This design comes from an exercise in tuning for small area on the open sky130 flow, not from production work. Only simulation tests tie the RTL to the original design; equivalence was not proved.

==> flow/design.v <==
module hex2seven_seg(
    input [3:0] hex,
    output [6:0] seven_segment
);
assign seven_segment[0] = (~hex[0] & ~hex[1] & hex[2]) | (hex[0] & ~hex[1] & ~hex[2] & ~hex[3]);   
assign seven_segment[1] = (hex[0] & ~hex[1] & hex[2]) | (~hex[0] & hex[1] & hex[2]);   
assign seven_segment[2] = (~hex[0] & hex[1] & ~hex[2]);   
assign seven_segment[3] = (~hex[0] & ~hex[1] & hex[2]) | (hex[0] & hex[1] & hex[2]) | (hex[0] & ~hex[1] & ~hex[2] & ~hex[3]);   
assign seven_segment[4] = (hex[0]) | (~hex[1] & hex[2]);   
assign seven_segment[5] = (hex[1] & ~hex[2]) | (hex[0] & hex[1]) | (hex[0] & ~hex[2] & ~hex[3]);   
assign seven_segment[6] = (hex[0] & hex[1] & hex[2]) | (~hex[1] & ~hex[2] & ~hex[3]);   
endmodule
module hex2decimal(
    input [7:0] hex,
    output [11:0] decimal
);
assign decimal = 12'd0;
endmodule
module secmer(
    input clk,
    input reset,
    input w_button2, w_button3, w_button4,
    output [6:0] ss1, ss2, ss3, ss4, ss5, ss6, ss7
);
wire rst = ~reset;
reg b2a, b2b, b3a, b3b, b4a, b4b;
always @(posedge clk) begin
    b2a <= reset & ~w_button2;
    b3a <= reset & ~w_button3;
    b4a <= reset & ~w_button4;
    b2b <= b2a;
    b3b <= b3a;
    b4b <= b4a;
end
wire ev2 = b2a & ~b2b;
wire ev3 = b3a & ~b3b;
wire ev4 = b4a & ~b4b;
reg [5:0] cc;
wire cc_wrap = cc[5] & cc[4] & cc[1];           
wire tick = (cc == 6'd1);
always @(posedge clk)
    cc <= (rst | cc_wrap) ? 6'd0 : cc + 6'd1;
reg active;
reg [2:0] show;      
reg [2:0] pshow;     
wire show0 = ~show[2] & ~show[1] & ~show[0];
wire clr = ~active & ev3;
always @(posedge clk) begin
    active <= reset & (active ^ (ev2 & show0));
    if (rst)
        show <= 3'd0;
    else if (~active & ev4)
        show <= show[2] ? 3'd0 : {show[1] & show[0], show[1] ^ show[0], ~show[0]};
    pshow <= show;
end
function [3:0] inc9(input [3:0] d);
    inc9 = {(d[3] & ~d[0]) | (d[2] & d[1] & d[0]),
            d[2] ^ (d[1] & d[0]),
            ~d[3] & (d[1] ^ d[0]),
            ~d[0]};
endfunction
reg [15:0] d_time;
reg fz;              
reg fi;              
reg fw;              
reg lag;             
reg rflag;           
wire [3:0] d0 = d_time[3:0], d1 = d_time[7:4], d2 = d_time[11:8], d3 = d_time[15:12];
wire n0 = d0[3] & d0[0];                          
wire n1 = d1[3] & d1[0];
wire n2 = d2[3] & d2[0];
wire inc_hi = (fi & n0 & n1) | fw;
wire [3:0] m0 = (fz | fw) ? 4'd0 : fi ? inc9(d0) : d0;
wire [3:0] m1 = (fz | fw) ? 4'd0 : (fi & n0) ? inc9(d1) : d1;
wire [3:0] m2 = fz ? 4'd0 : inc_hi ? inc9(d2) : d2;
wire [3:0] m3 = fz ? 4'd0 : (inc_hi & n2) ? inc9(d3) : d3;
wire [15:0] mtime = {m3, m2, m1, m0};
wire cnt99 = m1[3] & m1[0] & m0[3] & (m0[0] ^ lag);
wire wrap = active & tick & cnt99;
always @(posedge clk) begin
    d_time <= mtime;
    rflag <= rst;
    fz <= rst | clr;
    fw <= wrap & lag;
    fi <= active & (lag ^ wrap);
    lag <= reset & ~clr & (active ? (tick & ~cnt99) : lag);
end
reg [2:0] nlaps;     
reg fwr;             
reg [15:0] lap1, lap2, lap3, lap4;
always @(posedge clk) begin
    fwr <= active & ev3 & ~nlaps[2];
    if (fz)
        nlaps <= 3'd0;
    else if (fwr)
        nlaps <= {nlaps[1] & nlaps[0], nlaps[1] ^ nlaps[0], ~nlaps[0]};
    if (fwr & (nlaps == 3'd0)) lap1 <= d_time;
    if (fwr & (nlaps == 3'd1)) lap2 <= d_time;
    if (fwr & (nlaps == 3'd2)) lap3 <= d_time;
    if (fwr & (nlaps == 3'd3)) lap4 <= d_time;
end
reg [7:0] lap_sec;
always @(posedge clk)
    if (rst | clr)
        lap_sec <= 8'd0;
    else if (ev3)
        lap_sec <= mtime[15:8];
wire s0 = ~rflag & ~pshow[2] & ~pshow[1] & ~pshow[0];
wire s1 = ~rflag & ~pshow[1] & pshow[0] & (nlaps != 3'd0);
wire s2 = ~rflag & pshow[1] & ~pshow[0] & (nlaps[2] | nlaps[1]);
wire s3 = ~rflag & pshow[1] & pshow[0] & (nlaps[2] | (nlaps[1] & nlaps[0]));
wire s4 = ~rflag & pshow[2] & nlaps[2];
wire [15:0] disp = ({16{s0}} & d_time) | ({16{s1}} & lap1) | ({16{s2}} & lap2) |
                   ({16{s3}} & lap3) | ({16{s4}} & lap4);
hex2seven_seg inst1(.hex(disp[3:0]),     .seven_segment(ss1));
hex2seven_seg inst2(.hex(disp[7:4]),     .seven_segment(ss2));
hex2seven_seg inst3(.hex(disp[11:8]),    .seven_segment(ss3));
hex2seven_seg inst4(.hex(disp[15:12]),   .seven_segment(ss4));
hex2seven_seg inst5(.hex(lap_sec[3:0]),  .seven_segment(ss5));
hex2seven_seg inst6(.hex(lap_sec[7:4]),  .seven_segment(ss6));
assign ss7 = {~show[2] & ~show[1],           
              show[1] | show[0],             
              show[2] | show[0],             
              show[2] | (~show[1] & show[0]),    
              show[1] & ~show[0],            
              1'b0,                          
              show[2] | (~show[1] & show[0])};   
endmodule
==> flow/config.mk <==
export PLATFORM = sky130hd
export DESIGN_NAME = secmer
export DESIGN_NICKNAME = secmer
export VERILOG_FILES = /design/flow/design.v
export SDC_FILE = /design/flow/constraint.sdc
export NUM_CORES = 4
export LEC_CHECK = 0
export CAP_MARGIN = 20
export CORE_MARGIN = 2
export CORE_UTILIZATION = 40
export SLEW_MARGIN = 20
==> flow/constraint.sdc <==
create_clock -name core_clock -period 10.0 [get_ports {clk}]
set_input_delay 2.0000 -clock core_clock [delete_from_list [all_inputs] [get_ports {clk}]]
set_output_delay 2.0000 -clock core_clock [all_outputs]
set_load 0.01 [all_outputs]
standard.sh (not shown) runs the stock make flow with config.mk's settings and CLKGATE_MAP_FILE= SYNTH_SCRIPT=/design/flow/synth_recipe.tcl, a recipe that flattens the netlist after the stock synthesis.
==> flow/flow/run.sh <==
#!/bin/bash
# Own layout flow: the standard ORFS flow (standard.sh) with
#  - synthesis using an area-oriented ABC mapping script (flow/abc_area.script,
#    selected through ABC_AREA=1); registers are mapped before ABC, as in the
#    standard synthesis, so they keep their names and cell types;
#  - the port buffers made of buf_1 cells;
#  - clock tree synthesis with small buffers and no dummy loads.
# Each step's full output goes to a log file in the work folder.
set -euo pipefail
WORK=$(pwd)
FLOWDIR=$WORK/flow

# copy of ORFS's scripts with our ABC script in place of abc_area.script
rm -rf "$WORK/scripts_abc"
cp -r "$FLOW_HOME/scripts" "$WORK/scripts_abc"
cp "$FLOWDIR/abc_area.script" "$WORK/scripts_abc/abc_area.script"

bash standard.sh SCRIPTS_DIR="$WORK/scripts_abc" ABC_AREA=1 synth > "$WORK/flow_synth.log" 2>&1

CTS_ARGS_V="-sink_clustering_enable -repair_clock_nets -dont_use_dummy_load"
if [[ -f "$FLOWDIR/cts_bufs.txt" ]]; then
  CTS_ARGS_V="$CTS_ARGS_V -buf_list {$(cat "$FLOWDIR/cts_bufs.txt")}"
fi
if [[ -f "$FLOWDIR/cts_extra.txt" ]]; then
  CTS_ARGS_V="$CTS_ARGS_V $(cat "$FLOWDIR/cts_extra.txt")"
fi

bash standard.sh "BUFFER_PORTS_ARGS=-buffer_cell sky130_fd_sc_hd__buf_1" \
  "CTS_ARGS=$CTS_ARGS_V" finish > "$WORK/flow_layout.log" 2>&1
==> flow/flow/abc_area.script <==
strash
dch
amap
topo
==> flow/flow/cts_bufs.txt <==
sky130_fd_sc_hd__clkbuf_4
The starting point completed with no timing, DRC or antenna violations.
Then changed:
--- a/flow/design.v
+++ b/flow/design.v
@@ -2,13 +2,13 @@
     input [3:0] hex,
     output [6:0] seven_segment
 );
-assign seven_segment[0] = (~hex[0] & ~hex[1] & hex[2]) | (hex[0] & ~hex[1] & ~hex[2] & ~hex[3]);   
-assign seven_segment[1] = (hex[0] & ~hex[1] & hex[2]) | (~hex[0] & hex[1] & hex[2]);   
-assign seven_segment[2] = (~hex[0] & hex[1] & ~hex[2]);   
-assign seven_segment[3] = (~hex[0] & ~hex[1] & hex[2]) | (hex[0] & hex[1] & hex[2]) | (hex[0] & ~hex[1] & ~hex[2] & ~hex[3]);   
-assign seven_segment[4] = (hex[0]) | (~hex[1] & hex[2]);   
-assign seven_segment[5] = (hex[1] & ~hex[2]) | (hex[0] & hex[1]) | (hex[0] & ~hex[2] & ~hex[3]);   
-assign seven_segment[6] = (hex[0] & hex[1] & hex[2]) | (~hex[1] & ~hex[2] & ~hex[3]);   
+assign seven_segment[0] = (~hex[2] & hex[3]);   
+assign seven_segment[1] = (~hex[1] & hex[2]);   
+assign seven_segment[2] = (hex[1] & hex[2] & ~hex[3]);   
+assign seven_segment[3] = (~hex[0] & hex[3]) | (~hex[2] & hex[3]);   
+assign seven_segment[4] = (hex[0] & ~hex[1]) | (hex[3]);   
+assign seven_segment[5] = (~hex[0] & hex[3]) | (hex[1] & hex[2]);   
+assign seven_segment[6] = (~hex[0] & hex[1]) | (~hex[0] & ~hex[2]);   
 endmodule
 module hex2decimal(
     input [7:0] hex,
@@ -36,10 +36,10 @@
 wire ev3 = b3a & ~b3b;
 wire ev4 = b4a & ~b4b;
 reg [5:0] cc;
-wire cc_wrap = cc[5] & cc[4] & cc[1];           
-wire tick = (cc == 6'd1);
+wire cc_fb = (cc[5] & cc[4]) | (~cc[5] & ~cc[4] & ~(cc[2] & cc[1] & cc[0]));
+wire tick = (cc == 6'b000001);
 always @(posedge clk)
-    cc <= (rst | cc_wrap) ? 6'd0 : cc + 6'd1;
+    cc <= rst ? 6'd0 : {cc[4:0], cc_fb};
 reg active;
 reg [2:0] show;      
 reg [2:0] pshow;     
@@ -54,10 +54,16 @@
     pshow <= show;
 end
 function [3:0] inc9(input [3:0] d);
-    inc9 = {(d[3] & ~d[0]) | (d[2] & d[1] & d[0]),
-            d[2] ^ (d[1] & d[0]),
-            ~d[3] & (d[1] ^ d[0]),
-            ~d[0]};
+    inc9 = {(~d[0] & ~d[3]) | (d[0] & d[1] & d[2]),
+            (d[2] & ~d[3]) | (~d[2] & d[3]),
+            (d[1] & d[2]) | (~d[0]),
+            (d[1])};
+endfunction
+function is9(input [3:0] d);
+    is9 = (d[0] & ~d[1] & ~d[2]);
+endfunction
+function is8(input [3:0] d);
+    is8 = (d[1] & ~d[2] & ~d[3]);
 endfunction
 reg [15:0] d_time;
 reg fz;              
@@ -66,16 +72,16 @@
 reg lag;             
 reg rflag;           
 wire [3:0] d0 = d_time[3:0], d1 = d_time[7:4], d2 = d_time[11:8], d3 = d_time[15:12];
-wire n0 = d0[3] & d0[0];                          
-wire n1 = d1[3] & d1[0];
-wire n2 = d2[3] & d2[0];
+wire n0 = is9(d0);
+wire n1 = is9(d1);
+wire n2 = is9(d2);
 wire inc_hi = (fi & n0 & n1) | fw;
 wire [3:0] m0 = (fz | fw) ? 4'd0 : fi ? inc9(d0) : d0;
 wire [3:0] m1 = (fz | fw) ? 4'd0 : (fi & n0) ? inc9(d1) : d1;
 wire [3:0] m2 = fz ? 4'd0 : inc_hi ? inc9(d2) : d2;
 wire [3:0] m3 = fz ? 4'd0 : (inc_hi & n2) ? inc9(d3) : d3;
 wire [15:0] mtime = {m3, m2, m1, m0};
-wire cnt99 = m1[3] & m1[0] & m0[3] & (m0[0] ^ lag);
+wire cnt99 = is9(m1) & (lag ? is8(m0) : is9(m0));
 wire wrap = active & tick & cnt99;
 always @(posedge clk) begin
     d_time <= mtime;
Result: Clock-buffer cell count is unchanged; synthesized cell count falls by 8.7%; flip-flop and latch count stays the same; design area falls by 4.3%; synthesized area falls by 4.9%.

afterwards: timing with drivers on the ports:
No port has a modelled driver above. Below, the same layouts with a new extraction and two added sets of constraints. Step 1: set_driving_cell puts a clkbuf_16 on clk and a buf_2 on each other input, an assumption about the parent block. Step 2 times the ports against the registers' clock, not the clock port: input delays grow and output delays shrink by t, the midpoint of the rising clock arrivals with the driver on. Three values: no drivers, after step 1, after step 2; two values: the first two.
| run | shift t [ns] | setup slack, ns | worst register clock-pin slew, ns |
|---|---|---|---|
| the first run | 0.492 | 4.631 / 4.599 / 5.091 | 0.10 / 0.10 |
| the second run | 0.494 | 4.852 / 4.822 / 5.317 | 0.10 / 0.10 |
After both steps setup and hold are still met in every run listed.
